What follows belongs to an exercise in optimizing a design on an open flow for small area and a short achievable clock period; a production flow would make more cautious choices.
Function was checked by simulation only, so behaviour that the tests miss may differ from the original.
Power is estimated from default activity; no workload was simulated.

===== design/flow/flow/run.sh =====
#!/bin/bash
# The standard ORFS layout (standard.sh), with extra ORFS settings:
# the output logic (modules xaddr_decoder and xregf, no registers) is kept
# as modules until ABC has mapped them, so their gates are not shared with
# the core's (synth_recipe.tcl flattens the design afterwards); plain buffers
# on the ports; no dummy loads in the clock tree.
# make's output goes to flow_make.log; each ORFS step keeps its own log
# under orfs/logs/.
set -euo pipefail
bash standard.sh \
  "SYNTH_KEEP_MODULES=xaddr_decoder xregf" \
  "BUFFER_PORTS_ARGS=-buffer_cell sky130_fd_sc_hd__buf_2" \
  "CTS_ARGS=-sink_clustering_enable -repair_clock_nets -dont_use_dummy_load -buf_list sky130_fd_sc_hd__clkbuf_8 -sink_clustering_size 14 -sink_clustering_max_diameter 60" \
  finish > flow_make.log 2>&1

===== design/flow/design.v =====
`timescale 1ns / 1ps
module xregf (
      input [31:0]  c,
      input [31:0]  x0,
      input [31:0]  x1,
      output [31:0] q
      );
   genvar k;
   generate for (k = 0; k < 32; k = k + 1) begin : sel
      assign q[k] = c[k] ? x1[k] : x0[k];
   end endgenerate
endmodule
`timescale 1ns / 1ps
module xaddr_decoder (
      input [3:0]  op,
      input [9:0]  ia,
      input [9:0]  rb,
      output       ram_sel,
      output       ram_we,
      output [8:0] ram_addr,
      output       trap
      );
   wire ti = ia[9] && (ia[8:5] != 4'd0 || ia[4] && ia[3:1] != 3'd0);
   wire tb = rb[9] && (rb[8:5] != 4'd0 || rb[4] && rb[3:1] != 3'd0);
   wire bus_lo = op[2] ? !op[1] : op[1] ^ op[0];
   assign ram_sel  = op[3] ? !op[2] && (op[1] ? !rb[9] : !ia[9]) : bus_lo && !ia[9];
   assign trap     = op[3] ? !op[2] && (op[1] ? tb : ti) : bus_lo && ti;
   assign ram_we   = op[3] && !op[2] && op[0];
   assign ram_addr = op[3] && op[1] ? rb[8:0] : ia[8:0];
endmodule
`timescale 1ns / 1ps
module xcore (
      input             clk,
      input             rst,
      output reg [8:0]  pc,
      input [31:0]      instruction,
      output            ram_sel,
      output            ram_we,
      output [8:0]      ram_addr,
      output [31:0]     ram_wdata,
      input [31:0]      ram_rdata,
      output            trap
      );
   reg [31:0] regB;
   reg [31:0] regf [0:15];
   reg [31:0] aa, pB;
   reg [2:0]  pC;
   reg        k_sub, k_shft, k_and, k_xor, k_hold, k_flags;
   wire [31:0] p  = aa ^ pB;
   wire [31:0] g  = aa & pB;
   reg  [31:0] gk, pk;
   integer l, j;
   always @* begin
      gk = g;
      pk = p;
      for (l = 1; l < 32; l = l * 2)
        for (j = 31; j >= l; j = j - 1) begin
           gk[j] = gk[j] | (pk[j] & gk[j-l]);
           pk[j] = pk[j] & pk[j-l];
        end
   end
   wire [31:0] c  = {gk[30:0], 1'b0};    
   wire [31:0] ps = p ^ {32{k_sub}};     
   wire shl = pB[31];                    
   reg [31:0] e;
   always @* begin
      if (k_shft)
        e = shl ? {aa[30:0], 1'b0} : {aa[31], aa[31:1]};
      else if (k_and)
        e = g;
      else if (k_xor)
        e = p;
      else
        e = aa;
   end
   wire sumop = !(k_shft || k_and || k_xor || k_hold);
   wire [31:0] x0 = sumop ? ps : e;
   wire [31:0] x1 = sumop ? ~ps : e;
   wire [31:0] regA;
   genvar k;
   generate for (k = 0; k < 32; k = k + 1) begin : sel
      assign regA[k] = c[k] ? x1[k] : x0[k];
   end endgenerate
   wire fx = k_sub ? ~(aa[31] & pB[31]) : (aa[31] | pB[31]);
   reg  [2:0] flags;
   always @* begin
      if (k_shft)
        flags = shl ? {aa[30], aa[31] ^ aa[30], aa[31]} : {aa[31], 2'b00};
      else if (k_and)
        flags = {g[31], 2'b00};
      else if (k_xor)
        flags = {p[31], 2'b00};
      else
        flags = c[31] ? {~ps[31], ~fx, fx} : {ps[31], 2'b00};
   end
   wire [2:0] regC = k_flags ? flags : pC;
   wire [3:0] op = instruction[31:28];
   wire op_sub  = op == 4'd2;
   wire op_shft = op == 4'd3;
   wire op_and  = op == 4'd4;
   wire op_xor  = op == 4'd5;
   wire op_ldih = op == 4'd7;
   wire alu     = op[3:1] == 3'b000 || op[3:1] == 3'b001 || op[3:1] == 3'b010;   
   wire load    = op == 4'd6 || op == 4'd7 || op == 4'd8 || op == 4'd10;
   wire store   = op == 4'd9 || op == 4'd11;
   wire branch  = op[3:2] == 2'b11;
   wire immop   = op == 4'd0 || op == 4'd3 || op == 4'd6 || op == 4'd7;
   wire busop   = op == 4'd1 || op == 4'd2 || op == 4'd4 || op == 4'd5 || op[3:2] == 2'b10;
   wire viab    = op[3:1] == 3'b101;   
   function [4:0] dec;    
      input [9:0] a;
      reg hi;
      begin
         hi = a[9] && a[8:5] == 4'd0;
         dec = {a[9] && !hi || hi && a[4] && a[3:1] != 3'd0,
                hi && !a[4], hi && a[4:0] == 5'd16, hi && a[4:0] == 5'd17, hi};
      end
   endfunction
   wire [4:0] di = dec(instruction[9:0]);
   wire [4:0] dh = dec(regA[9:0]);
   wire [4:0] db = dec(regB[9:0]);
   xaddr_decoder outs (.op(op), .ia(instruction[9:0]), .rb(regB[9:0]),
                       .ram_sel(ram_sel), .ram_we(ram_we), .ram_addr(ram_addr), .trap(trap));
   xregf wdata (.c(c), .x0(x0), .x1(x1), .q(ram_wdata));
   wire is_rf = viab ? db[3] : di[3];
   wire is_rb = viab ? db[2] : op_ldih ? dh[2] : di[2];
   wire is_rc = viab ? db[1] : op_ldih ? dh[1] : di[1];
   wire [31:0] imm = op_ldih ? {instruction[15:0], regA[15:0]} : {{4{instruction[27]}}, instruction[27:0]};
   wire [3:0]  ra = viab ? regB[3:0] : instruction[3:0];
   wire [31:0] m0 = ra[3] ? (ra[2] ? regf[12] : regf[8]) : (ra[2] ? regf[4] : regf[0]);
   wire [31:0] m1 = ra[3] ? (ra[2] ? regf[13] : regf[9]) : (ra[2] ? regf[5] : regf[1]);
   wire [31:0] m2 = ra[3] ? (ra[2] ? regf[14] : regf[10]) : (ra[2] ? regf[6] : regf[2]);
   wire [31:0] m3 = ra[3] ? (ra[2] ? regf[15] : regf[11]) : (ra[2] ? regf[7] : regf[3]);
   wire [31:0] rf_rd = ra[1] ? (ra[0] ? m3 : m2) : (ra[0] ? m1 : m0);
   wire s_imm = immop && !is_rb && !is_rc;
   wire s_ram = busop && (viab ? !regB[9] : !instruction[9]);
   wire s_rf  = busop && is_rf;
   wire [31:0] operand = ({32{is_rb}} & regB) | ({32{is_rc}} & {29'd0, regC}) |
                         ({32{s_imm}} & imm) | ({32{s_ram}} & ram_rdata) |
                         ({32{s_rf}} & rf_rd) | {32{branch}};
   wire a_zero = regA == 32'd0;
   wire taken = branch && (op[1] ? !a_zero : a_zero);
   always @(posedge clk, posedge rst)
     if (rst) begin
        pc <= 9'd0;
        regB <= 32'd0;
        aa <= 32'd0;
        pB <= 32'd0;
        pC <= 3'd0;
        {k_sub, k_shft, k_and, k_xor, k_hold, k_flags} <= 6'd0;
     end else begin
        pc <= taken ? (op[0] ? regB[8:0] : instruction[8:0]) : pc + 9'd1;
        aa <= load ? 32'd0 : op_sub ? ~regA : regA;
        pB <= operand;
        pC <= regC;
        k_sub   <= op_sub;
        k_shft  <= op_shft;
        k_and   <= op_and;
        k_xor   <= op_xor;
        k_hold  <= store;
        k_flags <= alu;
        if (store && is_rb)
          regB <= regA;
     end
   always @(posedge clk)
     if (store && is_rf)
       regf[ra] <= regA;
endmodule

===== design/flow/constraint.sdc =====
create_clock -name core_clock -period 8.5 [get_ports {clk}]
set_input_delay 1.7000 -clock core_clock [delete_from_list [all_inputs] [get_ports {clk}]]
set_output_delay 1.7000 -clock core_clock [all_outputs]
set_load 0.01 [all_outputs]

===== design/flow/config.mk =====
export PLATFORM = sky130hd
export DESIGN_NAME = xcore
export DESIGN_NICKNAME = xcore
export VERILOG_FILES = /design/flow/design.v
export SDC_FILE = /design/flow/constraint.sdc
export NUM_CORES = 4
export LEC_CHECK = 0
export ABC_AREA = 1
export CAP_MARGIN = 20
export CORE_MARGIN = 2
export CORE_UTILIZATION = 55
export SETUP_SLACK_MARGIN = 3.7
export SLEW_MARGIN = 20
export TNS_END_PERCENT = 100

===== design/flow/standard.sh =====
#!/bin/bash
# synth_recipe.tcl (not shown) runs the flow's synth.tcl, then flattens the netlist and writes it again
# the make line also repeats each setting of config.mk as NAME=value (left out here)
make -C /OpenROAD-flow-scripts/flow DESIGN_CONFIG=/design/flow/config.mk WORK_HOME=/design/flow/orfs CLKGATE_MAP_FILE= SYNTH_SCRIPT=/design/flow/synth_recipe.tcl "${@:-finish}"

==> impl_metrics.env, run 1 <==
export IMPL_run_status="no timing/DRC/antenna violations"
export IMPL_max_clock_freq_mhz=216.1
export IMPL_combinationalPowerShare_pct=39.0
export IMPL_finalHoldViolations=0
export IMPL_cts_clk_slew_worst_paths_ns=0.10
export IMPL_clock_root_buffer="sky130_fd_sc_hd__clkbuf_8"
export IMPL_finalCritPeriodShare_pct=54.45
export IMPL_finalMaxSlewViolations=0
export IMPL_synth_top_cell_area_share_pct=49.40
export IMPL_syn_cell_area_um2=31130
export IMPL_grt_setup_unrepaired="false"
export IMPL_hold_path_cell_count=2
export IMPL_cp_arrival_ns=2.93
export IMPL_netSwitchingPower_mw=3.787
export IMPL_final_net_count=3571
export IMPL_finish_cell_count_without_fillers=4226
export IMPL_crit_chain="ha_2, nand2_1, nor2_1, nand3_1, nand2_4, nand2_1, nand2_1, nand2_1, nand2_2, inv_1, nand2_1, nand2_1, buf_2"
export IMPL_critical_path_required_ns=6.80
export IMPL_ios=119
export IMPL_htree_levels=2
export IMPL_route_detailed_drc=0
export IMPL_floorplan_die_area_um2=58510
export IMPL_placed_wire_length_estimate_after_detailed_placement_um=67270
export IMPL_wl_per_cell_um=23.44
export IMPL_layout_cells_most_common="sky130_fd_sc_hd__nand2_1"
export IMPL_finalCoreUtilization_pct=59.73
export IMPL_worst_path_most_repeated_cell="sky130_fd_sc_hd__nand2_1"
export IMPL_r2r_start="aa[7]"
export IMPL_vdd_ir_drop_max_v=0.0001664
export IMPL_crit_end="ram_wdata[31]"
export IMPL_clock_power_share_pct=15.9
export IMPL_vias_per_cell=5.931
export IMPL_clkSinkCount=626
export IMPL_crit_path_end_kind="primary output"
export IMPL_tns_ns=0
export IMPL_r2r_depth=17
export IMPL_ys_async_sr_fraction_pct=18.21
export IMPL_numCtsBuffers=53
export IMPL_most_common_layout_cells="1048 x sky130_fd_sc_hd__nand2_1, 512 x sky130_fd_sc_hd__edfxtp_1, 316 x sky130_fd_sc_hd__inv_1"
export IMPL_pin_count_of_the_biggest_net_entering_global_routing=130
export IMPL_nFillCells=4899
export IMPL_number_of_buffers_inserted_for_hold_repair_after_clock_tree_synthesis=0
export IMPL_yosys_register_bits=626
export IMPL_global_route_overflow_total=0
export IMPL_syn_avg_cell_area_um2=9.149
export IMPL_layout_drive_gt1_share_pct=8.965
export IMPL_route_vias_total=25070
export IMPL_start_util_pct=55.42
export IMPL_die_y_um=241.9
export IMPL_share_seq_of_total_power_pct=45.1
export IMPL_setup_reg_to_reg_worst_slack_ns=4.23
export IMPL_worst_clock_skew_ns=0.1241
export IMPL_worstMarginPinSlew_ns=1.005
export IMPL_internal_power_mw=5.538
export IMPL_area_growth_synth_to_final_pct=7.790
export IMPL_clk_latency_ns=0.70
export IMPL_grt_pass1_wl_um=148000
export IMPL_yosysSeqAreaShare_pct=58.56
export IMPL_worstPathBufferInverterCount=2
export IMPL_power_share_switching_pct=40.61
export IMPL_period_needed_ns=4.628
export IMPL_place_port_buffers=118
export IMPL_antenna_violating_nets_post_route=0
export IMPL_hold_class="reg -> reg"
export IMPL_rr_endpoint="regB[19]"
export IMPL_syn_inst=3402
export IMPL_first_pass_detailed_route_iteration_total=6
export IMPL_cts_root_to_sink_buffers=3
export IMPL_worst_path_max_delay_cell="sky130_fd_sc_hd__ha_2"
export IMPL_slew_headroom_pct=32.86
export IMPL_worstSetupPathDepth=13
export IMPL_yosysWarningCount=1
export IMPL_vias_in_the_first_global_route=23720
export IMPL_synthDistinctLibCells=53
export IMPL_timing_final_setup_violations=0
export IMPL_tritoncts="built"
export IMPL_crit_family="simple AND/OR/NAND/NOR gates"
export IMPL_rows=87
export IMPL_coreArea_um2=56170
export IMPL_synth_edf_count=512
export IMPL_placed_instances=4159
export IMPL_setup_worst_path_class="reg -> out"
export IMPL_crit_path_start_kind="flip-flop"
export IMPL_dominant_synthesized_flop_cell="sky130_fd_sc_hd__edfxtp_1"
export IMPL_postRouteWirelength_um=99050
export IMPL_die_w_um=241.9
export IMPL_detailedRoute_firstIterationViolations=2809
export IMPL_timing_critical_path_from="pB[6]"
export IMPL_post_synth_top_area_cell="sky130_fd_sc_hd__edfxtp_1"
export IMPL_p_total_mw=9.325
export IMPL_synth_top_cells_by_area="sky130_fd_sc_hd__edfxtp_1 49%, sky130_fd_sc_hd__nand2_1 13%, sky130_fd_sc_hd__dfrtp_1 9.2%"
export IMPL_crit_fanout=6
export IMPL_maxCapViolations=0
export IMPL_total_grt_usage_pct=33.49
export IMPL_power_per_cell_area_nw_per_um2=277.9
export IMPL_gp_routability_congestion=0.9406
export IMPL_antenna_found_initial=2
export IMPL_leakagePower_nw=13.82
export IMPL_slowest_cell_delay_on_critical_path_ns=0.43
timing repair:
action | in CTS | in global routing
resized for setup | 14 | 20
pin swaps | 4 | 1
setup endpoints to repair | 264 | 273
buffers inserted | 8 | 2
gates cloned | 2 | 0
power groups by stage:
| stage | registers, mW | logic, mW | clock network, mW |
|---|---|---|---|
| after floorplan | 4.20 | 2.20 | 0 |
| after global placement | 4.26 | 3.46 | 0 |
| after detailed placement | 4.26 | 3.53 | 0 |
| after CTS | 4.19 | 3.55 | 1.49 |
| after global routing | 4.22 | 4.00 | 1.60 |
| final | 4.20 | 3.64 | 1.48 |
per-module statistics from Yosys (local to each module, per instance):
module | flops+latches | cells inside | cell area, um2 | copies in the design
xcore | 626 | 3210 | 30320 | 1
xaddr_decoder | 0 | 64 | 322.8 | 1
xregf | 0 | 128 | 480.5 | 1
worst register-to-register path: stages, from the launching register on:
cell and delay [ns]:
sky130_fd_sc_hd__dfrtp_1 0.45, sky130_fd_sc_hd__ha_1 0.43, sky130_fd_sc_hd__nand2_1 0.14, sky130_fd_sc_hd__nor2_1 0.28, sky130_fd_sc_hd__nand3_1 0.18, sky130_fd_sc_hd__nand3_2 0.21
sky130_fd_sc_hd__nand3_1 0.12, sky130_fd_sc_hd__nand2_2 0.17, sky130_fd_sc_hd__clkinvlp_4 0.42, sky130_fd_sc_hd__nand2_1 0.18, sky130_fd_sc_hd__nor2_1 0.08, sky130_fd_sc_hd__nand3_1 0.08
sky130_fd_sc_hd__nand2_1 0.07, sky130_fd_sc_hd__nand2_1 0.12, sky130_fd_sc_hd__nand2_4 0.30, sky130_fd_sc_hd__nand2_4 0.65, sky130_fd_sc_hd__nand2_1 0.16, sky130_fd_sc_hd__o21ai_1 0.11
routing by layer:
metal	global-route usage [%]	vias up	share of wire [%]
met4	13.73	2	4.3
li1	-	11560	-
met2	53.86	1209	47
met1	46.41	12110	41
met3	4.376	191	8.1
met5	0	-	0.022
cells in the mapped netlist (4+ instances only):
| cell | count |
|---|---|
| sky130_fd_sc_hd__buf_6 | 8 |
| sky130_fd_sc_hd__inv_1 | 321 |
| sky130_fd_sc_hd__o21ai_0 | 147 |
| sky130_fd_sc_hd__dfrtp_1 | 114 |
| sky130_fd_sc_hd__o221ai_1 | 74 |
| sky130_fd_sc_hd__or2_1 | 12 |
| sky130_fd_sc_hd__buf_2 | 50 |
| sky130_fd_sc_hd__nor2_1 | 310 |
| sky130_fd_sc_hd__inv_2 | 4 |
| sky130_fd_sc_hd__o21ai_1 | 52 |
| sky130_fd_sc_hd__xor2_1 | 19 |
| sky130_fd_sc_hd__o22a_1 | 6 |
| sky130_fd_sc_hd__buf_1 | 9 |
| sky130_fd_sc_hd__nand2_2 | 6 |
| sky130_fd_sc_hd__o22ai_1 | 49 |
| sky130_fd_sc_hd__o21ai_2 | 7 |
| sky130_fd_sc_hd__xnor2_1 | 21 |
| sky130_fd_sc_hd__edfxtp_1 | 512 |
| sky130_fd_sc_hd__and2_1 | 4 |
| sky130_fd_sc_hd__nand3_1 | 143 |
| sky130_fd_sc_hd__buf_4 | 7 |
| sky130_fd_sc_hd__nor3_1 | 117 |
| sky130_fd_sc_hd__nand4_1 | 27 |
| sky130_fd_sc_hd__o211ai_1 | 9 |
| sky130_fd_sc_hd__o31ai_1 | 32 |
| sky130_fd_sc_hd__ha_1 | 34 |
| sky130_fd_sc_hd__nand2_4 | 4 |
| sky130_fd_sc_hd__clkbuf_1 | 83 |
| sky130_fd_sc_hd__a21oi_1 | 113 |
| sky130_fd_sc_hd__o21bai_1 | 17 |
| sky130_fd_sc_hd__nand2_1 | 1052 |
| sky130_fd_sc_hd__nor2_2 | 5 |
how the worst min path moves through the flow:
stage / startpoint / endpoint / slack [ns]
6_report: regB[10] / pB[10] / 0.48
5_1_grt: regB[10] / pB[10] / 0.52
4_1_cts: regB[10] / pB[10] / 0.47
3_3_place_gp: regB[27] / pB[27] / 0.47
2_1_floorplan: pC[2] / pC[2] / 0.44
3_5_place_dp: regB[27] / pB[27] / 0.46
state kept, by name (all words and copies together) (netlist names):
register / flops
regf: 512
aa: 32
pB: 32
regB: 32
pc: 9
pC: 3
k_and: 1
k_flags: 1
k_hold: 1
k_shft: 1
k_sub: 1
k_xor: 1
area by class of cell:
type / instances / area, um2 / share of cell area [%]
Antenna cell: 1 / 2.502 / 0.007459
Multi-Input combinational cell: 2294 / 11230 / 33.47
Timing Repair Buffer: 168 / 1154 / 3.438
Tap cell: 756 / 945.9 / 2.819
Inverter: 328 / 1260 / 3.755
Clock buffer: 53 / 729.5 / 2.174
Sequential cell: 626 / 18230 / 54.34
through the flow:
step / setup slack (ns) / hold WS [ns] / area (um2)
after global placement: 2.705 / 0.4689 / 32410
after global routing: 3.687 / 0.5160 / 33550
after floorplan: 3.526 / 0.4450 / 31130
after detailed placement: 2.703 / 0.4650 / 32520
final: 3.872 / 0.4810 / 33550
after CTS: 3.690 / 0.4672 / 33410
kinds of logic (layout without fill, tap and decap cells):
family	after synthesis	in the layout	synth area share, %
AO/OA/AOI/OAI	513	513	10.02
XOR/XNOR	40	40	1.126
adder cells (fa/ha/maj)	34	34	1.367
buffers and inverters	485	549	6.335
flip-flops	626	626	58.56
multiplexers	3	3	0.1286
other	1	3	0.01205
AND/OR/NAND/NOR	1700	1702	22.45
==> inputs of run 2 (changes only) <==
--- a/design/flow/config.mk
+++ b/design/flow/config.mk
@@ -11,3 +11,3 @@
 export CORE_UTILIZATION = 55
-export SETUP_SLACK_MARGIN = 3.7
+export SETUP_SLACK_MARGIN = 4.3
 export SLEW_MARGIN = 20
==> run 2 against run 1 <==
Fmax is 7.1% higher; sequential power is 1% higher; worst hold slack worse by 0.0021 ns; worst setup slack better by 0.31 ns; count of clock-buffer cells in the layout is 1 lower; still clean on timing, DRC and antenna; sequential share of layout area is 4.5 points lower; global-route usage is 0.50 points higher; highest routed layer is now met4; largest power group is now combinational cells.
==> impl_metrics.env, run 2 <==
export IMPL_synth_top_cells_by_count="1052 x sky130_fd_sc_hd__nand2_1, 512 x sky130_fd_sc_hd__edfxtp_1, 321 x sky130_fd_sc_hd__inv_1"
export IMPL_syn_cell_area_um2=31130
export IMPL_placed_instances=4160
export IMPL_registers_top_by_ff_count="regf"
export IMPL_layout_drive_gt1_share_pct=20.41
export IMPL_crit_path_end_kind="flip-flop"
export IMPL_postRouteWirelength_um=104100
export IMPL_worst_path_most_repeated_cell="sky130_fd_sc_hd__buf_4"
export IMPL_slew_headroom_pct=29.11
export IMPL_max_clock_freq_mhz=231.4
export IMPL_start_util_pct=55.42
export IMPL_syn_avg_cell_area_um2=9.149
export IMPL_most_frequently_used_cell_type_in_the_post_synthesis_netlist="sky130_fd_sc_hd__nand2_1"
export IMPL_yosysSeqAreaShare_pct=58.56
export IMPL_vdd_ir_drop_max_v=0.0001956
export IMPL_cts_root_to_sink_buffers=3
export IMPL_coreArea_um2=56170
export IMPL_pin_count_of_the_biggest_net_entering_global_routing=130
export IMPL_crit_path_start_kind="flip-flop"
export IMPL_worst_clock_skew_ns=0.09428
export IMPL_hold_class="reg -> reg"
export IMPL_layout_cells_most_common="sky130_fd_sc_hd__nand2_1"
export IMPL_antenna_violating_nets_post_route=0
export IMPL_gp_routability_congestion=0.9734
export IMPL_final_net_count=3743
export IMPL_dominant_synthesized_flop_cell="sky130_fd_sc_hd__edfxtp_1"
export IMPL_die_y_um=241.9
export IMPL_floorplan_die_area_um2=58510
export IMPL_detailedRoute_firstIterationViolations=3199
export IMPL_global_route_overflow_total=0
export IMPL_first_pass_detailed_route_iteration_total=6
export IMPL_route_detailed_drc=0
export IMPL_numCtsBuffers=52
export IMPL_clkSinkCount=626
export IMPL_cts_clk_slew_worst_paths_ns=0.09
export IMPL_ios=119
export IMPL_leakagePower_nw=15.05
export IMPL_vias_in_the_first_global_route=24350
export IMPL_tritoncts="built"
export IMPL_finish_cell_count_without_fillers=4398
export IMPL_finalMaxSlewViolations=0
export IMPL_design_area_um2=36650
export IMPL_total_grt_usage_pct=33.99
export IMPL_route_vias_total=26130
export IMPL_postPlaceCellArea_um2=32510
export IMPL_htree_levels=2
export IMPL_worstMarginPinSlew_ns=1.061
export IMPL_antenna_found_initial=2
export IMPL_cp_arrival_ns=4.84
export IMPL_clk_latency_ns=0.68
export IMPL_yosysWarningCount=1
export IMPL_worst_path_max_delay_cell="sky130_fd_sc_hd__dfrtp_2"
export IMPL_synthDistinctLibCells=53
export IMPL_run_status="no timing/DRC/antenna violations"
export IMPL_tns_ns=0
export IMPL_area_growth_synth_to_final_pct=17.74
export IMPL_ys_async_sr_fraction_pct=18.21
export IMPL_slowest_cell_delay_on_critical_path_ns=0.46
export IMPL_clock_root_buffer="sky130_fd_sc_hd__clkbuf_8"
export IMPL_setup_worst_path_class="reg -> reg"
export IMPL_synth_edf_count=512
export IMPL_die_w_um=241.9
export IMPL_vias_per_cell=5.942
export IMPL_maxCapViolations=0
export IMPL_yosys_register_bits=626
export IMPL_wl_per_cell_um=23.68
export IMPL_finalCritPeriodShare_pct=50.85
export IMPL_grt_setup_unrepaired="true"
export IMPL_grt_pass1_wl_um=150000
export IMPL_place_port_buffers=118
export IMPL_power_per_cell_area_nw_per_um2=281.9
export IMPL_timing_final_setup_violations=0
export IMPL_placed_wire_length_estimate_after_detailed_placement_um=65720
export IMPL_largest_register_ff_count=512
export IMPL_finalHoldViolations=0
export IMPL_p_total_mw=10.33
export IMPL_synth_top_cells_by_area="sky130_fd_sc_hd__edfxtp_1 49%, sky130_fd_sc_hd__nand2_1 13%, sky130_fd_sc_hd__dfrtp_1 9.2%"
export IMPL_most_common_layout_cells="940 x sky130_fd_sc_hd__nand2_1, 512 x sky130_fd_sc_hd__edfxtp_1, 278 x sky130_fd_sc_hd__inv_1"
export IMPL_post_synth_top_area_cell="sky130_fd_sc_hd__edfxtp_1"
export IMPL_crit_family="buffers and inverters"
export IMPL_worstPathBufferInverterCount=20
export IMPL_crit_fanout=4
export IMPL_synth_top_cell_area_share_pct=49.40
export IMPL_critical_path_required_ns=9.02
export IMPL_syn_inst=3402
export IMPL_period_needed_ns=4.322
export IMPL_rows=87
-- run 2: cell counts after synthesis --
No cell type changed its count.
-- run 2: through the flow --
stage	setup WS (ns)	utilization, %	hold WS (ns)
after floorplan	3.942	-	0.4450
after global placement	2.682	57.74	0.4678
after detailed placement	2.604	57.87	0.4717
after CTS	4.202	62.15	0.4716
after global routing	4.116	65.25	0.5184
final	4.178	65.25	0.4789
-- run 2: cells by family (layout without fill, tap and decap cells) --
kind of cell | after synthesis | after routing | synth area share, %
adders and majority gates | 34 | 34 | 1.367
AOI/OAI and AO/OA | 513 | 514 | 10.02
other | 1 | 3 | 0.01205
muxes | 3 | 3 | 0.1286
and+or+nand+nor | 1700 | 1709 | 22.45
xor gates and xnor gates | 40 | 40 | 1.126
buffers and inverters | 485 | 713 | 6.335
DFF | 626 | 626 | 58.56
-- run 2: modules after synthesis (local to each module, per instance) --
| module | cells | flip-flops and latches | area, um2 | times used |
|---|---|---|---|---|
| xcore | 3210 | 626 | 30320 | 1 |
| xregf | 128 | 0 | 480.5 | 1 |
| xaddr_decoder | 64 | 0 | 322.8 | 1 |
-- run 2: tightest hold or removal path: cells and delay by family (launching register included) --
kind            cells  cell delay, ns
compound gates      1            0.07
flops               1            0.36
simple gates        1            0.05
-- run 2: where the power goes --
group | internal [mW] | switching, mW
sequential | 4.09 | 0.154
combinational | 1.46 | 3.17
clock | 0.545 | 0.922
-- run 2: path summary, 6_finish.rpt --
check,startpoint,to,slack [ns],depth (start not counted)
max in group asynchronous,rst,aa[17],5.72,3
min in group asynchronous,rst,regB[8],1.23,2
worst max register to register,aa[6],pB[0],4.18,34
worst min-delay path,regB[31],pB[31],0.48,2
worst min register to register,regB[31],pB[31],0.48,2
worst max-delay path,aa[6],pB[0],4.18,34
-- run 2: cell type report --
type	instances	area [um2]
fill	4650	19520
timing repair buffer	332	2706
multi-input combinational	2302	12660
tap	756	945.9
timing repair inverter	1	7.507
antenna	1	2.502
inverter	328	1348
clock buffer	52	715.7
sequential	626	18260
-- run 2: routing by layer --
layer	vias up	wire length [um]	GRT usage, %
li1	11920	-	-
met5	-	0	0
met2	1334	48390	54.67
met4	0	6041	15.25
met3	291	8544	5.096
met1	12580	41170	46.07
-- run 2: what timing repair did --
item	4_1_cts	5_1_grt
cloned	6	9
pin swaps	41	103
gates resized for setup	219	257
setup buffers	88	82
setup endpoints to repair	628	287
hold buffers	0	0
==> inputs of run 3 (changes only) <==
--- a/design/flow/config.mk
+++ b/design/flow/config.mk
@@ -11,3 +11,3 @@
 export CORE_UTILIZATION = 55
-export SETUP_SLACK_MARGIN = 4.3
+export SETUP_SLACK_MARGIN = 4.5
 export SLEW_MARGIN = 20
==> run 3 against run 2 <==
Sequential share of layout area decreased by 2.3 points; utilization increased by 3.2 points; worst setup slack improved by 0.024 ns; clock skew decreased by 0.015 ns; fmax increased by 0.57%; sequential power about the same; area after synthesis unchanged; register-to-register slack improved by 0.35 ns; largest cell class unchanged.
==> impl_metrics.env, run 3 <==
export IMPL_hold_class="reg -> reg"
export IMPL_worst_path_max_delay_cell="sky130_fd_sc_hd__dfrtp_2"
export IMPL_setup_worst_path_class="reg -> out"
export IMPL_cp_arrival_ns=2.60
export IMPL_layout_drive_gt1_share_pct=26.22
export IMPL_min_delay_worst_endpoint="pB[10]"
export IMPL_most_common_layout_cells="854 x sky130_fd_sc_hd__nand2_1, 512 x sky130_fd_sc_hd__edfxtp_1, 256 x sky130_fd_sc_hd__nor2_1"
export IMPL_hold_path_cell_count=2
export IMPL_start_util_pct=55.42
export IMPL_synth_top_cells_by_count="1052 x sky130_fd_sc_hd__nand2_1, 512 x sky130_fd_sc_hd__edfxtp_1, 321 x sky130_fd_sc_hd__inv_1"
export IMPL_placed_instances=4163
export IMPL_netSwitchingPower_mw=4.500
export IMPL_synth_top_cells_by_area="sky130_fd_sc_hd__edfxtp_1 49%, sky130_fd_sc_hd__nand2_1 13%, sky130_fd_sc_hd__dfrtp_1 9.2%"
export IMPL_cts_clk_slew_worst_paths_ns=0.11
export IMPL_leakagePower_nw=15.90
export IMPL_finalCritPeriodShare_pct=50.56
export IMPL_combinationalPowerShare_pct=48.1
export IMPL_route_vias_total=27240
export IMPL_dominant_synthesized_flop_cell="sky130_fd_sc_hd__edfxtp_1"
export IMPL_first_pass_detailed_route_iteration_total=6
export IMPL_crit_chain="ha_4, nand2_4, nor2_4, nand3_2, nand3_4, buf_4, buf_6, inv_2, nand2_2, nand2_2, buf_6"
export IMPL_numCtsBuffers=52
export IMPL_place_port_buffers=118
export IMPL_share_seq_of_total_power_pct=38.6
export IMPL_finalHoldViolations=0
export IMPL_crit_family="simple AND/OR/NAND/NOR gates"
export IMPL_syn_cell_area_um2=31130
export IMPL_critical_path_required_ns=6.80
export IMPL_period_needed_ns=4.298
export IMPL_synth_edf_count=512
export IMPL_syn_inst=3402
export IMPL_placed_wire_length_estimate_after_detailed_placement_um=67190
export IMPL_die_y_um=241.9
export IMPL_crit_path_end_kind="primary output"
export IMPL_floorplan_die_area_um2=58510
export IMPL_yosys_register_bits=626
export IMPL_maxCapViolations=0
export IMPL_pin_count_of_the_biggest_net_entering_global_routing=87
export IMPL_clock_power_share_pct=13.3
export IMPL_worstMarginPinSlew_ns=1.080
export IMPL_finalMaxSlewViolations=0
export IMPL_post_synth_top_area_cell="sky130_fd_sc_hd__edfxtp_1"
export IMPL_timing_final_setup_violations=0
export IMPL_slowest_cell_delay_on_critical_path_ns=0.47
export IMPL_ios=119
export IMPL_power_per_cell_area_nw_per_um2=285.8
export IMPL_total_grt_usage_pct=36.74
export IMPL_vias_in_the_first_global_route=25700
export IMPL_r2r_depth=23
export IMPL_r2r_start="pB[11]"
export IMPL_most_frequently_used_cell_type_in_the_post_synthesis_netlist="sky130_fd_sc_hd__nand2_1"
export IMPL_gp_routability_congestion=0.9874
export IMPL_wl_per_cell_um=24.88
export IMPL_crit_path_start_kind="flip-flop"
export IMPL_finish_cell_count_without_fillers=4490
export IMPL_syn_avg_cell_area_um2=9.149
export IMPL_vdd_ir_drop_max_v=0.0002763
export IMPL_route_detailed_drc=0
export IMPL_cts_root_to_sink_buffers=3
export IMPL_ys_async_sr_fraction_pct=18.21
export IMPL_htree_levels=2
export IMPL_tritoncts="built"
export IMPL_layout_cells_most_common="sky130_fd_sc_hd__nand2_1"
export IMPL_clk_latency_ns=0.68
export IMPL_run_status="no timing/DRC/antenna violations"
export IMPL_antenna_violating_nets_post_route=0
export IMPL_coreArea_um2=56170
export IMPL_die_w_um=241.9
export IMPL_slew_headroom_pct=27.94
export IMPL_area_growth_synth_to_final_pct=23.49
export IMPL_antenna_cells=0
export IMPL_nFillCells=4311
export IMPL_rr_endpoint="aa[14]"
export IMPL_detailedRoute_firstIterationViolations=3383
export IMPL_antenna_found_initial=2
export IMPL_vias_per_cell=6.067
export IMPL_postRouteWirelength_um=111700
export IMPL_registers_top_by_ff_count="regf"
export IMPL_crit_fanout=5
export IMPL_worst_clock_skew_ns=0.07948
export IMPL_yosysWarningCount=1
export IMPL_synth_top_cell_area_share_pct=49.40
export IMPL_power_share_switching_pct=40.97
export IMPL_grt_setup_unrepaired="true"
export IMPL_max_clock_freq_mhz=232.7
export IMPL_global_route_overflow_total=0
export IMPL_clock_root_buffer="sky130_fd_sc_hd__clkbuf_8"
export IMPL_rows=87
export IMPL_min_delay_start="regB[10]"
export IMPL_yosysSeqAreaShare_pct=58.56
export IMPL_largest_register_ff_count=512
export IMPL_internal_power_mw=6.484
export IMPL_worstPathBufferInverterCount=4
export IMPL_grt_pass1_wl_um=161700
export IMPL_clkSinkCount=626
export IMPL_final_net_count=3836
export IMPL_setup_reg_to_reg_worst_slack_ns=4.53
export IMPL_tns_ns=0
export IMPL_synthDistinctLibCells=53
[run 3: cell counts after synthesis]
Identical to the previous run, type by type.
[run 3: worst max path at each step]
stage,startpoint,end,depth (start not counted)
after floorplan,instruction[31],regf[6][0],8
after global placement,instruction[30],pB[1],16
after detailed placement,instruction[29],pB[1],15
after CTS,pB[21],ram_wdata[29],12
after global routing,pB[13],ram_wdata[28],13
final,pB[5],ram_wdata[9],11
[run 3: area by class of cell]
| type | instances | area [um2] | share of cell area, % |
|---|---|---|---|
| clock buffers | 52 | 715.7 | 1.862 |
| inverters | 328 | 1355 | 3.525 |
| multi-input cells | 2310 | 13410 | 34.88 |
| flip-flops and latches | 626 | 18270 | 47.53 |
| well taps | 756 | 945.9 | 2.461 |
| repair buffers | 415 | 3721 | 9.681 |
| repair inverters | 3 | 25.02 | 0.06510 |
[run 3: kinds of logic after synthesis]
logic type,count (synthesis),share of synthesized area (%)
AO/OA/AOI/OAI,513,10.02
XOR/XNOR,40,1.126
adder cells (fa/ha/maj),34,1.367
buffers and inverters,485,6.335
flip-flops,626,58.56
multiplexers,3,0.1286
other,1,0.01205
AND/OR/NAND/NOR,1700,22.45
[run 3: tightest hold or removal path: cells and delay by family, from the launching register on]
| kind | cells | cell delay (ns) |
|---|---|---|
| compound gates | 1 | 0.07 |
| simple gates | 1 | 0.05 |
| flops | 1 | 0.36 |
[run 3: metrics by stage]
| stage | setup WS (ns) | hold slack, ns | instance area, um2 | util [%] | power [mW] |
|---|---|---|---|---|---|
| floorplan | 4.031 | 0.4450 | 31230 | - | 6.404 |
| global placement | 2.475 | 0.4690 | 32400 | 57.69 | 7.673 |
| detailed placement | 2.308 | 0.4692 | 32540 | 57.93 | 7.740 |
| CTS | 4.207 | 0.4796 | 37000 | 65.88 | 10.32 |
| global route | 4.141 | 0.5240 | 38440 | 68.43 | 11.47 |
| finish | 4.202 | 0.4823 | 38440 | 68.43 | 10.98 |
[run 3: power by group through the flow]
stage,sequential (mW),combinational [mW],clock (mW)
after CTS,4.23,4.61,1.48
after detailed placement,4.27,3.47,0
after floorplan,4.20,2.20,0
after global placement,4.27,3.41,0
after global routing,4.25,5.63,1.59
final,4.24,5.28,1.46
[run 3: per-layer routing]
metal	GRT usage, %	up-vias	wire (um)
met5	0	-	12
met4	19.83	2	7437
met3	5.738	423	10690
met2	58.45	1635	51380
met1	48.86	13050	42200
li1	-	12130	-
[run 3: Yosys stat by module, one instance, submodules excluded]
module / flops+latches / area, um2 / times used
xcore: 626 / 30320 / 1
xregf: 0 / 480.5 / 1
xaddr_decoder: 0 / 322.8 / 1
[run 3: repair_timing]
item	in CTS	in global routing
setup buffers	196	54
gates resized for setup	484	270
setup endpoints to repair	629	298
gates cloned	22	3
hold buffers	0	0
pin swaps	171	132
==> inputs of run 4 (changes only) <==
--- a/design/flow/config.mk
+++ b/design/flow/config.mk
@@ -11,3 +11,3 @@
 export CORE_UTILIZATION = 55
-export SETUP_SLACK_MARGIN = 4.5
+export SETUP_SLACK_MARGIN = 4.2
 export SLEW_MARGIN = 20
==> run 4 against run 3 <==
Cell area decreased by 7.7%; die area unchanged; flip-flop and latch count unchanged; total power decreased by 8.5%; clock power increased by 3%; still clean on timing, DRC and antenna; combinational power decreased by 19%; fmax increased by 0.18%; critical path depth increased by 3; area after synthesis unchanged.
==> impl_metrics.env, run 4 <==
export IMPL_nFillCells=4706
export IMPL_power_per_cell_area_nw_per_um2=283.3
export IMPL_cts_clk_slew_worst_paths_ns=0.10
export IMPL_vias_in_the_first_global_route=24650
export IMPL_postRouteWirelength_um=104100
export IMPL_crit_path_end_kind="primary output"
export IMPL_area_growth_synth_to_final_pct=14.00
export IMPL_most_frequently_used_cell_type_in_the_post_synthesis_netlist="sky130_fd_sc_hd__nand2_1"
export IMPL_detailedRoute_firstIterationViolations=2910
export IMPL_placed_wire_length_estimate_after_detailed_placement_um=65510
export IMPL_antenna_violating_nets_post_route=0
export IMPL_slew_headroom_pct=32.79
export IMPL_htree_levels=2
export IMPL_netSwitchingPower_mw=4.106
export IMPL_pin_count_of_the_biggest_net_entering_global_routing=130
export IMPL_synthDistinctLibCells=53
export IMPL_start_util_pct=55.42
export IMPL_period_needed_ns=4.290
export IMPL_most_common_layout_cells="956 x sky130_fd_sc_hd__nand2_1, 512 x sky130_fd_sc_hd__edfxtp_1, 296 x sky130_fd_sc_hd__inv_1"
export IMPL_share_seq_of_total_power_pct=42.1
export IMPL_wl_per_cell_um=24.04
export IMPL_syn_cell_area_um2=31130
export IMPL_finalCritPeriodShare_pct=50.47
export IMPL_coreArea_um2=56170
export IMPL_clk_latency_ns=0.69
export IMPL_run_status="no timing/DRC/antenna violations"
export IMPL_total_grt_usage_pct=34.68
export IMPL_combinationalPowerShare_pct=42.8
export IMPL_final_net_count=3675
export IMPL_clock_power_share_pct=15.0
export IMPL_yosys_register_bits=626
export IMPL_route_detailed_drc=0
export IMPL_registers_top_by_ff_count="regf"
export IMPL_tritoncts="built"
export IMPL_gp_routability_congestion=1.012
export IMPL_layout_drive_gt1_share_pct=17.41
export IMPL_die_w_um=241.9
export IMPL_crit_path_start_kind="flip-flop"
export IMPL_grt_met2_usage_pct=55.70
export IMPL_crit_chain="ha_4, buf_4, nand2_4, inv_1, nand2_1, nand2_1, inv_1, nand2_2, a21oi_4, nand2_4, inv_1, nand2_1, nand2_2, buf_6"
export IMPL_syn_inst=3402
export IMPL_place_port_buffers=118
export IMPL_clock_root_buffer="sky130_fd_sc_hd__clkbuf_8"
export IMPL_crit_fanout=4
export IMPL_synth_top_cells_by_area="sky130_fd_sc_hd__edfxtp_1 49%, sky130_fd_sc_hd__nand2_1 13%, sky130_fd_sc_hd__dfrtp_1 9.2%"
export IMPL_yosysWarningCount=1
export IMPL_hold_class="reg -> reg"
export IMPL_postPlaceCellArea_um2=32460
export IMPL_finalHoldViolations=0
export IMPL_syn_avg_cell_area_um2=9.149
export IMPL_number_of_buffers_inserted_for_hold_repair_after_clock_tree_synthesis=0
export IMPL_first_pass_detailed_route_iteration_total=8
export IMPL_vdd_ir_drop_max_v=0.0002304
export IMPL_synth_edf_count=512
export IMPL_clkSinkCount=626
export IMPL_die_y_um=241.9
export IMPL_design_area_um2=35480
export IMPL_cp_arrival_ns=2.59
export IMPL_max_clock_freq_mhz=233.1
export IMPL_yosysSeqAreaShare_pct=58.56
export IMPL_rows=87
export IMPL_p_total_mw=10.05
export IMPL_numCtsBuffers=54
export IMPL_worst_path_max_delay_cell="sky130_fd_sc_hd__dfrtp_2"
export IMPL_slowest_cell_delay_on_critical_path_ns=0.45
export IMPL_critical_path_required_ns=6.80
export IMPL_synth_top_cells_by_count="1052 x sky130_fd_sc_hd__nand2_1, 512 x sky130_fd_sc_hd__edfxtp_1, 321 x sky130_fd_sc_hd__inv_1"
export IMPL_finalCoreUtilization_pct=63.17
export IMPL_ys_async_sr_fraction_pct=18.21
export IMPL_cts_root_to_sink_buffers=3
export IMPL_global_route_usage_met3_pct=5.384
export IMPL_floorplan_die_area_um2=58510
export IMPL_synth_top_cell_area_share_pct=49.40
export IMPL_timing_final_setup_violations=0
export IMPL_route_vias_total=26020
export IMPL_maxCapViolations=0
export IMPL_global_route_overflow_total=0
export IMPL_ios=119
export IMPL_tns_ns=0
export IMPL_layout_cells_most_common="sky130_fd_sc_hd__nand2_1"
export IMPL_finalWorstSetupSlack_ns=4.210
export IMPL_pre_cts_ws_ns=2.507
export IMPL_internal_power_mw=5.945
export IMPL_vias_per_cell=6.007
export IMPL_grt_busiest_layer="met2"
export IMPL_dominant_synthesized_flop_cell="sky130_fd_sc_hd__edfxtp_1"
export IMPL_antenna_found_initial=2
export IMPL_power_share_switching_pct=40.85
export IMPL_grt_setup_unrepaired="true"
export IMPL_worstMarginPinSlew_ns=1.007
export IMPL_post_synth_top_area_cell="sky130_fd_sc_hd__edfxtp_1"
export IMPL_setup_worst_path_class="reg -> out"
export IMPL_worst_clock_skew_ns=0.1205
export IMPL_grt_pass1_wl_um=152900
export IMPL_largest_register_ff_count=512
export IMPL_leakagePower_nw=14.49
export IMPL_grt_util_met1_pct=46.66
export IMPL_finalMaxSlewViolations=0
## run 4: kinds of logic after synthesis
family,share of synthesized area [%]
xor gates and xnor gates,1.126
DFF,58.56
muxes,0.1286
buffers and inverters,6.335
and+or+nand+nor,22.45
other,0.01205
AOI/OAI and AO/OA,10.02
adders and majority gates,1.367
## run 4: metal layers
layer  part of all wire [%]  routed length [um]  vias to the layer above
met5                  0.012                  13                        -
met4                    5.7                5910                        2
met3                    9.0                9339                      311
met2                     46               48210                     1346
met1                     39               40630                    12570
li1                       -                   -                    11790
## run 4: cell type report
cell class,instances,area (um2),share of cell area (%)
Antenna cell,2,5.005,0.01410
Clock buffer,54,743.2,2.095
Inverter,328,1301,3.667
Multi-Input combinational cell,2301,12350,34.81
Sequential cell,626,18260,51.45
Tap cell,756,945.9,2.666
Timing Repair Buffer,263,1872,5.275
Timing Repair inverter,1,8.758,0.02468
## run 4: critical path, delay by kind of cell, from the launching register on
kind            cells  cell delay [ns]
compound gates      1             0.20
fa+ha+maj           1             0.26
buf+inv             5             0.44
flops               1             0.45
simple gates        7             0.57
## run 4: Yosys stat by module (local to each module, per instance)
module	area, um2	cells inside
xaddr_decoder	322.8	64
xcore	30320	3210
xregf	480.5	128
## run 4: repair_timing
action / 4_1_cts / 5_1_grt
gates resized for setup: 160 / 185
pin swaps: 30 / 58
gates cloned: 8 / 2
setup buffers: 55 / 47
setup endpoints to repair: 581 / 240
## run 4: final timing paths
path | start | to | slack, ns | cells after the start
max | pB[21] | ram_wdata[31] | 4.21 | 14
min | regB[23] | pB[23] | 0.47 | 2
max reg2reg | k_shft | pB[20] | 4.51 | 19
min reg2reg | regB[23] | pB[23] | 0.47 | 2
max in group asynchronous | rst | aa[18] | 5.84 | 4
min in group asynchronous | rst | pc[8] | 1.23 | 3
## run 4: power by group through the flow
stage	Sequential, mW	Combinational [mW]	Clock (mW)
5_1_grt	4.25	4.64	1.63
3_5_place_dp	4.27	3.48	0
3_3_place_gp	4.26	3.41	0
2_1_floorplan	4.20	2.20	0
6_report	4.23	4.30	1.51
4_1_cts	4.23	3.81	1.53
## run 4: metrics by stage
stage,cells,hold slack [ns]
2_1_floorplan,3403,0.4450
3_3_place_gp,4162,0.4697
3_5_place_dp,4162,0.4703
4_1_cts,4279,0.4749
5_1_grt,4330,0.4851
6_report,4331,0.4687
==> inputs of run 5 (changes only) <==
--- a/design/flow/config.mk
+++ b/design/flow/config.mk
@@ -11,3 +11,3 @@
 export CORE_UTILIZATION = 55
-export SETUP_SLACK_MARGIN = 4.2
+export SETUP_SLACK_MARGIN = 3.9
 export SLEW_MARGIN = 20
==> run 5 against run 4 <==
Count of clock-buffer cells in the layout shrank 1; combinational power shrank 13%; largest cell class unchanged; critical path type is now in -> reg; flip-flop and latch count is the same; fmax shrank 5.7%; register-to-register slack lost 0.45 ns; sequential power is essentially flat; cell area shrank 4.7%; utilization shrank 3.0 points; still clean; highest routed layer unchanged; area after synthesis is the same.
==> impl_metrics.env, run 5 <==
export IMPL_start_util_pct=55.42
export IMPL_postRouteWirelength_um=101700
export IMPL_placed_instances=4162
export IMPL_finalCritPeriodShare_pct=53.49
export IMPL_tns_ns=0
export IMPL_die_y_um=241.9
export IMPL_worst_clock_skew_ns=0.1076
export IMPL_antenna_found_initial=2
export IMPL_hold_path_cell_count=2
export IMPL_syn_avg_cell_area_um2=9.149
export IMPL_critical_path_required_ns=8.87
export IMPL_rows=87
export IMPL_registers_top_by_ff_count="regf"
export IMPL_pre_cts_ws_ns=2.587
export IMPL_worst_hold_check_slack_ns=0.4953
export IMPL_r2r_start="k_hold"
export IMPL_most_common_layout_cells="1039 x sky130_fd_sc_hd__nand2_1, 512 x sky130_fd_sc_hd__edfxtp_1, 313 x sky130_fd_sc_hd__inv_1"
export IMPL_most_frequently_used_cell_type_in_the_post_synthesis_netlist="sky130_fd_sc_hd__nand2_1"
export IMPL_vias_in_the_first_global_route=23650
export IMPL_yosysSeqAreaShare_pct=58.56
export IMPL_crit_path_start_kind="primary input"
export IMPL_timing_final_setup_violations=0
export IMPL_grt_util_met1_pct=47.44
export IMPL_tritoncts="built"
export IMPL_antenna_violating_nets_post_route=0
export IMPL_setup_worst_path_class="in -> reg"
export IMPL_largest_register_ff_count=512
export IMPL_min_delay_worst_endpoint="pB[18]"
export IMPL_power_per_cell_area_nw_per_um2=279.0
export IMPL_max_clock_freq_mhz=219.9
export IMPL_setup_reg_to_reg_worst_slack_ns=4.06
export IMPL_synthDistinctLibCells=53
export IMPL_placed_wire_length_estimate_after_detailed_placement_um=67330
export IMPL_cts_clk_slew_worst_paths_ns=0.09
export IMPL_final_net_count=3590
export IMPL_route_detailed_drc=0
export IMPL_post_synth_top_area_cell="sky130_fd_sc_hd__edfxtp_1"
export IMPL_synth_edf_count=512
export IMPL_vias_per_cell=5.944
export IMPL_vdd_ir_drop_max_v=0.0002497
export IMPL_leakagePower_nw=13.84
export IMPL_period_needed_ns=4.547
export IMPL_wl_per_cell_um=23.95
export IMPL_synth_top_cell_area_share_pct=49.40
export IMPL_postPlaceCellArea_um2=32480
export IMPL_numCtsBuffers=53
export IMPL_syn_cell_area_um2=31130
export IMPL_cts_root_to_sink_buffers=3
export IMPL_clock_root_buffer="sky130_fd_sc_hd__clkbuf_8"
export IMPL_finalWorstSetupSlack_ns=3.953
export IMPL_grt_setup_unrepaired="true"
export IMPL_grt_pass1_wl_um=149200
export IMPL_hold_class="reg -> reg"
export IMPL_coreArea_um2=56170
export IMPL_min_delay_start="regB[18]"
export IMPL_p_total_mw=9.439
export IMPL_rr_endpoint="pB[16]"
export IMPL_detailedRoute_firstIterationViolations=3113
export IMPL_yosys_register_bits=626
export IMPL_pin_count_of_the_biggest_net_entering_global_routing=129
export IMPL_crit_fanout=33
export IMPL_finish_cell_count_without_fillers=4246
export IMPL_clkSinkCount=626
export IMPL_run_status="no timing/DRC/antenna violations"
export IMPL_gp_routability_congestion=0.9833
export IMPL_synth_top_cells_by_area="sky130_fd_sc_hd__edfxtp_1 49%, sky130_fd_sc_hd__nand2_1 13%, sky130_fd_sc_hd__dfrtp_1 9.2%"
export IMPL_layout_drive_gt1_share_pct=10.61
export IMPL_finalMaxSlewViolations=0
export IMPL_yosysWarningCount=1
export IMPL_r2r_depth=17
export IMPL_worstMarginPinSlew_ns=1.091
export IMPL_finalHoldViolations=0
export IMPL_area_growth_synth_to_final_pct=8.671
export IMPL_design_area_um2=33820
export IMPL_global_route_usage_met3_pct=4.564
export IMPL_synth_top_cells_by_count="1052 x sky130_fd_sc_hd__nand2_1, 512 x sky130_fd_sc_hd__edfxtp_1, 321 x sky130_fd_sc_hd__inv_1"
export IMPL_cp_arrival_ns=4.92
export IMPL_layout_cells_most_common="sky130_fd_sc_hd__nand2_1"
export IMPL_clk_latency_ns=0.70
export IMPL_place_port_buffers=118
export IMPL_htree_levels=2
export IMPL_syn_inst=3402
export IMPL_ios=119
export IMPL_ys_async_sr_fraction_pct=18.21
export IMPL_finalCoreUtilization_pct=60.22
export IMPL_floorplan_die_area_um2=58510
export IMPL_total_grt_usage_pct=33.93
export IMPL_crit_path_end_kind="flip-flop"
export IMPL_maxCapViolations=0
export IMPL_first_pass_detailed_route_iteration_total=6
export IMPL_dominant_synthesized_flop_cell="sky130_fd_sc_hd__edfxtp_1"
export IMPL_route_vias_total=25240
export IMPL_grt_met2_usage_pct=53.91
export IMPL_grt_busiest_layer="met2"
export IMPL_global_route_overflow_total=0
export IMPL_slew_headroom_pct=26.85
export IMPL_die_w_um=241.9
run 5: cell counts after synthesis:
Identical to the previous run, type by type.
run 5: logic make-up after synthesis:
group           count (synthesis)  share of synthesized area (%)
xor+xnor                       40                          1.126
fa+ha+maj                      34                          1.367
other cells                     1                        0.01205
simple gates                 1700                          22.45
buf+inv                       485                          6.335
mux                             3                         0.1286
compound gates                513                          10.02
flops                         626                          58.56
run 5: how the worst max path moves through the flow:
stage                          from            to  slack, ns  depth (start not counted)
floorplan           instruction[31]    regf[8][0]       3.53                          9
global placement    instruction[29]         pB[2]       2.71                         17
detailed placement  instruction[29]         pB[0]       2.59                         13
CTS                          k_shft  ram_wdata[0]       3.86                         10
global route        instruction[30]    regf[0][7]       3.90                         10
finish              instruction[30]    regf[8][7]       3.95                         10
run 5: timing repair:
action                                  in CTS  in global routing
gates cloned                                 3                  1
endpoints found under the setup margin     412                146
pin swaps                                    4                 11
setup buffers                                7                 18
endpoints found under the hold margin        0                  0
hold buffers                                 0                  0
resized for setup                           35                 54
run 5: per-module statistics from Yosys (local to each module, per instance):
module,copies in the design,cells inside
xcore,1,3210
xregf,1,128
xaddr_decoder,1,64
run 5: worst max-delay path, stage by stage:
cell and delay [ns]:
sky130_fd_sc_hd__buf_2 0.14, sky130_fd_sc_hd__inv_1 0.15, sky130_fd_sc_hd__nand3_4 0.28, sky130_fd_sc_hd__o21ai_0 0.52, sky130_fd_sc_hd__inv_1 0.18, sky130_fd_sc_hd__nor2_4 0.13, sky130_fd_sc_hd__buf_4 0.47, sky130_fd_sc_hd__inv_1 0.34
sky130_fd_sc_hd__nor2_4 0.71, sky130_fd_sc_hd__buf_16 0.25
run 5: area by class of cell:
cell class                 instances  area, um2
antenna                            2      5.005
clock buffer                      53      729.5
fill                            4976      22340
inverter                         328       1264
multi-input combinational       2296      11470
sequential                       626      18240
tap                              756      945.9
timing repair buffer             185       1175
run 5: report_power, final:
group	switching (mW)	leakage, nW	internal [mW]
sequential	0.149	6.06	4.08
combinational	2.76	7.40	0.961
clock	0.938	0.381	0.555
total	3.84	13.8	5.59
run 5: per-layer routing:
| layer | vias up | routed length (um) |
|---|---|---|
| met5 | - | 12 |
| met4 | 2 | 4709 |
| met3 | 228 | 9393 |
| met2 | 1278 | 46720 |
| met1 | 12140 | 40860 |
| li1 | 11590 | - |
==> inputs of run 6 (changes only) <==
--- a/design/flow/config.mk
+++ b/design/flow/config.mk
@@ -11,3 +11,3 @@
 export CORE_UTILIZATION = 55
-export SETUP_SLACK_MARGIN = 3.9
+export SETUP_SLACK_MARGIN = 4.1
 export SLEW_MARGIN = 20
==> run 6 against run 5 <==
Still clean; die area unchanged; sequential share of layout area is 1.1 points lower; clock power about the same; cell area grew 2.2%; first-iteration DRC count down 0.58%; critical path type is now reg -> out; largest power group unchanged.
==> impl_metrics.env, run 6 <==
export IMPL_run_status="no timing/DRC/antenna violations"
export IMPL_grt_pass1_wl_um=149200
export IMPL_dominant_synthesized_flop_cell="sky130_fd_sc_hd__edfxtp_1"
export IMPL_wl_per_cell_um=23.74
export IMPL_finalCritPeriodShare_pct=51.46
export IMPL_finalCoreUtilization_pct=61.52
export IMPL_tritoncts="built"
export IMPL_crit_fanout=5
export IMPL_placed_wire_length_estimate_after_detailed_placement_um=67280
export IMPL_place_port_buffers=118
export IMPL_seqCellArea_um2=18260
export IMPL_postPlaceCellArea_um2=32610
export IMPL_maxCapViolations=0
export IMPL_leakagePower_nw=14.03
export IMPL_finalMaxSlewViolations=0
export IMPL_pin_count_of_the_biggest_net_entering_global_routing=101
export IMPL_antenna_violating_nets_post_route=0
export IMPL_worst_path_max_delay_cell="sky130_fd_sc_hd__dfrtp_2"
export IMPL_layout_cells_most_common="sky130_fd_sc_hd__nand2_1"
export IMPL_worst_path_most_repeated_cell="sky130_fd_sc_hd__nand2_1"
export IMPL_vdd_ir_drop_max_v=0.0001703
export IMPL_post_synth_top_area_cell="sky130_fd_sc_hd__edfxtp_1"
export IMPL_synth_top_cells_by_count="1052 x sky130_fd_sc_hd__nand2_1, 512 x sky130_fd_sc_hd__edfxtp_1, 321 x sky130_fd_sc_hd__inv_1"
export IMPL_cp_arrival_ns=2.67
export IMPL_layout_drive_gt1_share_pct=12.66
export IMPL_floorplan_die_area_um2=58510
export IMPL_rows=87
export IMPL_worst_clock_skew_ns=0.1062
export IMPL_route_vias_total=25190
export IMPL_postRouteWirelength_um=101200
export IMPL_yosysWarningCount=1
export IMPL_htree_levels=2
export IMPL_multi_input_area_um2=11800
export IMPL_yosys_register_bits=626
export IMPL_yosysSeqAreaShare_pct=58.56
export IMPL_crit_path_start_kind="flip-flop"
export IMPL_die_w_um=241.9
export IMPL_nFillCells=4795
export IMPL_synthDistinctLibCells=53
export IMPL_r2r_depth=19
export IMPL_finalWorstSetupSlack_ns=4.126
export IMPL_clk_latency_ns=0.69
export IMPL_most_frequently_used_cell_type_in_the_post_synthesis_netlist="sky130_fd_sc_hd__nand2_1"
export IMPL_internal_power_mw=5.718
export IMPL_final_net_count=3608
export IMPL_setup_reg_to_reg_worst_slack_ns=4.31
export IMPL_syn_avg_cell_area_um2=9.149
export IMPL_clock_power_share_pct=15.4
export IMPL_power_share_switching_pct=40.49
export IMPL_ios=119
export IMPL_antenna_found_initial=2
export IMPL_max_clock_freq_mhz=228.6
export IMPL_finalHoldViolations=0
export IMPL_largest_register_ff_count=512
export IMPL_clkSinkCount=626
export IMPL_registers_top_by_ff_count="regf"
export IMPL_vias_in_the_first_global_route=23840
export IMPL_setup_worst_path_class="reg -> out"
export IMPL_slowest_cell_delay_on_critical_path_ns=0.48
export IMPL_tns_ns=0
export IMPL_pre_cts_ws_ns=2.758
export IMPL_gp_routability_congestion=0.9844
export IMPL_design_area_um2=34560
export IMPL_power_per_cell_area_nw_per_um2=278.0
export IMPL_number_of_buffers_inserted_for_hold_repair_after_clock_tree_synthesis=0
export IMPL_slew_headroom_pct=31.64
export IMPL_most_common_layout_cells="1022 x sky130_fd_sc_hd__nand2_1, 512 x sky130_fd_sc_hd__edfxtp_1, 309 x sky130_fd_sc_hd__inv_1"
export IMPL_combinationalPowerShare_pct=40.4
export IMPL_synth_top_cell_area_share_pct=49.40
export IMPL_total_grt_usage_pct=33.83
export IMPL_hold_path_cell_count=2
export IMPL_timing_final_setup_violations=0
export IMPL_netSwitchingPower_mw=3.890
export IMPL_syn_cell_area_um2=31130
export IMPL_cts_clk_slew_worst_paths_ns=0.09
export IMPL_share_seq_of_total_power_pct=44.1
export IMPL_crit_path_end_kind="primary output"
export IMPL_route_detailed_drc=0
export IMPL_period_needed_ns=4.374
export IMPL_first_pass_detailed_route_iteration_total=6
export IMPL_numCtsBuffers=53
export IMPL_synth_edf_count=512
export IMPL_ys_async_sr_fraction_pct=18.21
export IMPL_detailedRoute_firstIterationViolations=3095
export IMPL_coreArea_um2=56170
export IMPL_synth_top_cells_by_area="sky130_fd_sc_hd__edfxtp_1 49%, sky130_fd_sc_hd__nand2_1 13%, sky130_fd_sc_hd__dfrtp_1 9.2%"
export IMPL_syn_inst=3402
export IMPL_start_util_pct=55.42
export IMPL_area_growth_synth_to_final_pct=11.02
export IMPL_cts_root_to_sink_buffers=3
export IMPL_hold_class="reg -> reg"
export IMPL_grt_setup_unrepaired="true"
export IMPL_crit_chain="ha_4, nand2_1, nor2_2, nand3_2, nand2_4, nand2_1, nand2_1, nand2_1, nand2_2, inv_1, nand2_1, nand2_1, buf_2"
export IMPL_critical_path_required_ns=6.80
export IMPL_global_route_overflow_total=0
export IMPL_clock_root_buffer="sky130_fd_sc_hd__clkbuf_8"
export IMPL_die_y_um=241.9
export IMPL_worstMarginPinSlew_ns=1.019
export IMPL_vias_per_cell=5.909
-- run 6: cell counts after synthesis --
No cell type changed its count.
-- run 6: stage by stage --
| stage | power (mW) | hold slack [ns] | cells |
|---|---|---|---|
| final | 9.608 | 0.4970 | 4263 |
| after global routing | 10.10 | 0.5216 | 4263 |
| after CTS | 9.365 | 0.4949 | 4234 |
| after detailed placement | 7.755 | 0.4754 | 4162 |
| after global placement | 7.680 | 0.4696 | 4154 |
| after floorplan | 6.401 | 0.4450 | 3403 |
-- run 6: logic make-up after synthesis --
group | synth area share, %
and+or+nand+nor | 22.45
DFF | 58.56
AOI/OAI and AO/OA | 10.02
buffers and inverters | 6.335
xor gates and xnor gates | 1.126
adders and majority gates | 1.367
muxes | 0.1286
other | 0.01205
-- run 6: path summary, 6_finish.rpt --
kind                       startpoint            end
max reg2reg                    k_shft         pB[17]
min in group asynchronous         rst          pc[1]
max                             pB[4]  ram_wdata[31]
min reg2reg                  regB[25]         pB[25]
max in group asynchronous         rst         aa[16]
min                          regB[25]         pB[25]
-- run 6: power groups by stage --
stage / Clock, mW / Sequential, mW / Combinational [mW]
finish: 1.48 / 4.24 / 3.88
global route: 1.60 / 4.25 / 4.24
CTS: 1.50 / 4.22 / 3.65
detailed placement: 0 / 4.26 / 3.49
global placement: 0 / 4.26 / 3.42
floorplan: 0 / 4.20 / 2.20
-- run 6: routing by layer --
| layer | up-vias | part of all wire [%] | track usage [%] |
|---|---|---|---|
| met1 | 12080 | 40 | 46.15 |
| met5 | - | 0 | 0 |
| met2 | 1237 | 47 | 55.18 |
| met4 | 0 | 4.6 | 12.91 |
| met3 | 230 | 8.6 | 5.074 |
| li1 | 11640 | - | - |
-- run 6: timing repair --
action                                  in CTS  in global routing
setup buffers                               16                 25
resized for setup                           95                 83
endpoints found under the hold margin        0                  0
pin swaps                                   13                 11
gates cloned                                 3                  3
endpoints found under the setup margin     518                104
-- run 6: modules after synthesis, one instance, submodules excluded --
module	cells	cell area [um2]	flip-flops and latches	copies in the design
xcore	3210	30320	626	1
xregf	128	480.5	0	1
xaddr_decoder	64	322.8	0	1
-- run 6: worst max-delay path, delay by kind of cell (launching register included) --
kind	cells	cell delay, ns
fa+ha+maj	1	0.32
simple gates	10	1.03
buf+inv	2	0.20
flops	1	0.48
-- run 6: final cells by class --
type | count | share of cell area [%]
diodes | 1 | 0.007242
clock buffers | 53 | 2.111
multi-input cells | 2296 | 34.15
repair buffers | 203 | 4.450
inverters | 328 | 3.711
well taps | 756 | 2.737
flip-flops and latches | 626 | 52.83
==> inputs of run 7 (changes only) <==
--- a/design/flow/config.mk
+++ b/design/flow/config.mk
@@ -10,3 +10,3 @@
 export CORE_MARGIN = 2
-export CORE_UTILIZATION = 55
+export CORE_UTILIZATION = 60
 export SETUP_SLACK_MARGIN = 4.1
==> run 7 against run 6 <==
Still clean on timing, DRC and antenna; flip-flop and latch count unchanged; area after synthesis unchanged; first-iteration DRC count rose by 13%; count of clock-buffer cells in the layout down 1; largest cell class unchanged; critical path depth is 9 lower; clock power about the same; utilization is 5.4 points higher; synthesized cell count did not move.
==> impl_metrics.env, run 7 <==
export IMPL_maxCapViolations=0
export IMPL_hold_class="reg -> reg"
export IMPL_dominant_synthesized_flop_cell="sky130_fd_sc_hd__edfxtp_1"
export IMPL_ios=119
export IMPL_detailedRoute_firstIterationViolations=3489
export IMPL_crit_fanout=16
export IMPL_placed_wire_length_estimate_after_detailed_placement_um=63700
export IMPL_coreArea_um2=51300
export IMPL_die_w_um=231.8
export IMPL_most_frequently_used_cell_type_in_the_post_synthesis_netlist="sky130_fd_sc_hd__nand2_1"
export IMPL_netSwitchingPower_mw=3.845
export IMPL_most_common_layout_cells="1018 x sky130_fd_sc_hd__nand2_1, 512 x sky130_fd_sc_hd__edfxtp_1, 312 x sky130_fd_sc_hd__inv_1"
export IMPL_route_vias_total=25680
export IMPL_layout_cells_most_common="sky130_fd_sc_hd__nand2_1"
export IMPL_finalHoldViolations=0
export IMPL_combinationalPowerShare_pct=40.2
export IMPL_finalCritPeriodShare_pct=52.07
export IMPL_design_area_um2=34310
export IMPL_cts_root_to_sink_buffers=3
export IMPL_synth_edf_count=512
export IMPL_pre_cts_ws_ns=2.619
export IMPL_htree_levels=2
export IMPL_internal_power_mw=5.702
export IMPL_syn_cell_area_um2=31130
export IMPL_critical_path_required_ns=6.80
export IMPL_synth_top_cell_area_share_pct=49.40
export IMPL_largest_register_ff_count=512
export IMPL_worst_hold_check_slack_ns=0.4933
export IMPL_postRouteWirelength_um=98480
export IMPL_pin_count_of_the_biggest_net_entering_global_routing=130
export IMPL_power_share_switching_pct=40.28
export IMPL_vdd_ir_drop_max_v=0.0001991
export IMPL_antenna_violating_nets_post_route=0
export IMPL_crit_path_start_kind="primary input"
export IMPL_r2r_depth=17
export IMPL_vias_in_the_first_global_route=23700
export IMPL_yosysWarningCount=1
export IMPL_yosysSeqAreaShare_pct=58.56
export IMPL_gp_routability_congestion=0.9978
export IMPL_final_net_count=3605
export IMPL_syn_inst=3402
export IMPL_period_needed_ns=4.426
export IMPL_floorplan_die_area_um2=53720
export IMPL_run_status="no timing/DRC/antenna violations"
export IMPL_wl_per_cell_um=23.54
export IMPL_hold_path_cell_count=2
export IMPL_finalCoreUtilization_pct=66.88
export IMPL_clock_power_share_pct=15.3
export IMPL_registers_top_by_ff_count="regf"
## run 7: cell types whose count changed in the layout (fill, tap and decap cells not counted), moves of 2 or more
cell and delta:
sky130_fd_sc_hd__a21oi_1 -3, sky130_fd_sc_hd__a21oi_2 +3, sky130_fd_sc_hd__nand2_2 +5, sky130_fd_sc_hd__buf_16 -3, sky130_fd_sc_hd__buf_12 -2, sky130_fd_sc_hd__buf_4 -2, sky130_fd_sc_hd__dfrtp_1 +4, sky130_fd_sc_hd__nand2_8 -2
sky130_fd_sc_hd__o21ai_2 +2, sky130_fd_sc_hd__nand2_1 -4, sky130_fd_sc_hd__inv_1 +3, sky130_fd_sc_hd__dfrtp_2 -3, sky130_fd_sc_hd__nand3_2 -2, sky130_fd_sc_hd__inv_2 -3
## run 7: final cells by class
class                           instances  area, um2
Antenna cell                            1      2.502
Clock buffer                           52      715.7
Fill cell                            4017      16990
Inverter                              328       1275
Multi-Input combinational cell       2297      11810
Sequential cell                       626      18250
Tap cell                              680      850.8
Timing Repair Buffer                  199       1404
Timing Repair inverter                  1      5.005
## run 7: repair_timing
action,4_1_cts,5_1_grt
cloned,4,2
setup endpoints to repair,456,253
setup buffers,16,25
pin swaps,13,20
gates resized for setup,76,100
endpoints found under the hold margin,0,0
## run 7: power groups by stage
| stage | clock, mW | sequential [mW] | combinational, mW |
|---|---|---|---|
| 6_report | 1.46 | 4.24 | 3.84 |
| 5_1_grt | 1.58 | 4.25 | 4.19 |
| 3_3_place_gp | 0 | 4.26 | 3.34 |
| 2_1_floorplan | 0 | 4.20 | 2.20 |
| 3_5_place_dp | 0 | 4.26 | 3.43 |
| 4_1_cts | 1.48 | 4.21 | 3.58 |
## run 7: layer usage
metal	part of all wire [%]	wire length (um)	track usage, %
met1	39	38070	49.40
met4	5.2	5122	17.91
met2	47	45860	57.09
met5	0.013	13	0
met3	9.6	9409	5.108
## run 7: worst paths after layout
check                                start     endpoint  slack, ns
setup / recovery           instruction[29]  ram_addr[4]       4.07
max in group asynchronous              rst       pB[14]       6.11
hold / removal                       pC[2]        pC[2]       0.49
setup reg to reg                    k_hold       pB[19]       4.34
min in group asynchronous              rst        pc[4]       1.17
hold reg to reg                      pC[2]        pC[2]       0.49
## run 7: worst max-delay path: stages
cell	delay [ns]
sky130_fd_sc_hd__buf_2	0.23
sky130_fd_sc_hd__nand2_2	0.28
sky130_fd_sc_hd__mux2_4	0.37
sky130_fd_sc_hd__buf_2	0.14
## run 7: cells by family after synthesis
logic type               after synthesis  share of synthesized area, %
AO/OA/AOI/OAI                        513                         10.02
XOR/XNOR                              40                         1.126
adder cells (fa/ha/maj)               34                         1.367
buffers and inverters                485                         6.335
flip-flops                           626                         58.56
multiplexers                           3                        0.1286
other                                  1                       0.01205
AND/OR/NAND/NOR                     1700                         22.45
## run 7: Yosys stat by module (local to each module, per instance)
module         cells  flops+latches
xcore           3210            626
xregf            128              0
xaddr_decoder     64              0

what the ideal ports hide:
The flow's constraints put no driver on any port. The routed layouts listed below were extracted and timed again, unchanged, in two steps. Step 1: set_driving_cell puts a clkbuf_16 on clk and a buf_2 on each other input, an assumption about the parent block. Step 2, shift: input delay + t, output delay - t, t = (earliest + latest rising clock arrival at the registers) / 2. This alone moves slack from input paths to output paths. a / b / c = ideal / step 1 / step 2; a / b = the first two.
run	t, ns	setup slack, ns
run 1	0.695	3.872 / 3.811 / 3.247
run 2	0.691	4.178 / 4.162 / 3.717
run 3	0.697	4.202 / 4.143 / 3.808
run 4	0.688	4.210 / 4.151 / 3.642
run 5	0.703	3.953 / 3.968 / 3.286
run 6	0.695	4.126 / 4.066 / 3.631
run 7	0.682	4.074 / 4.034 / 3.522
After both steps every run listed still meets setup and hold.
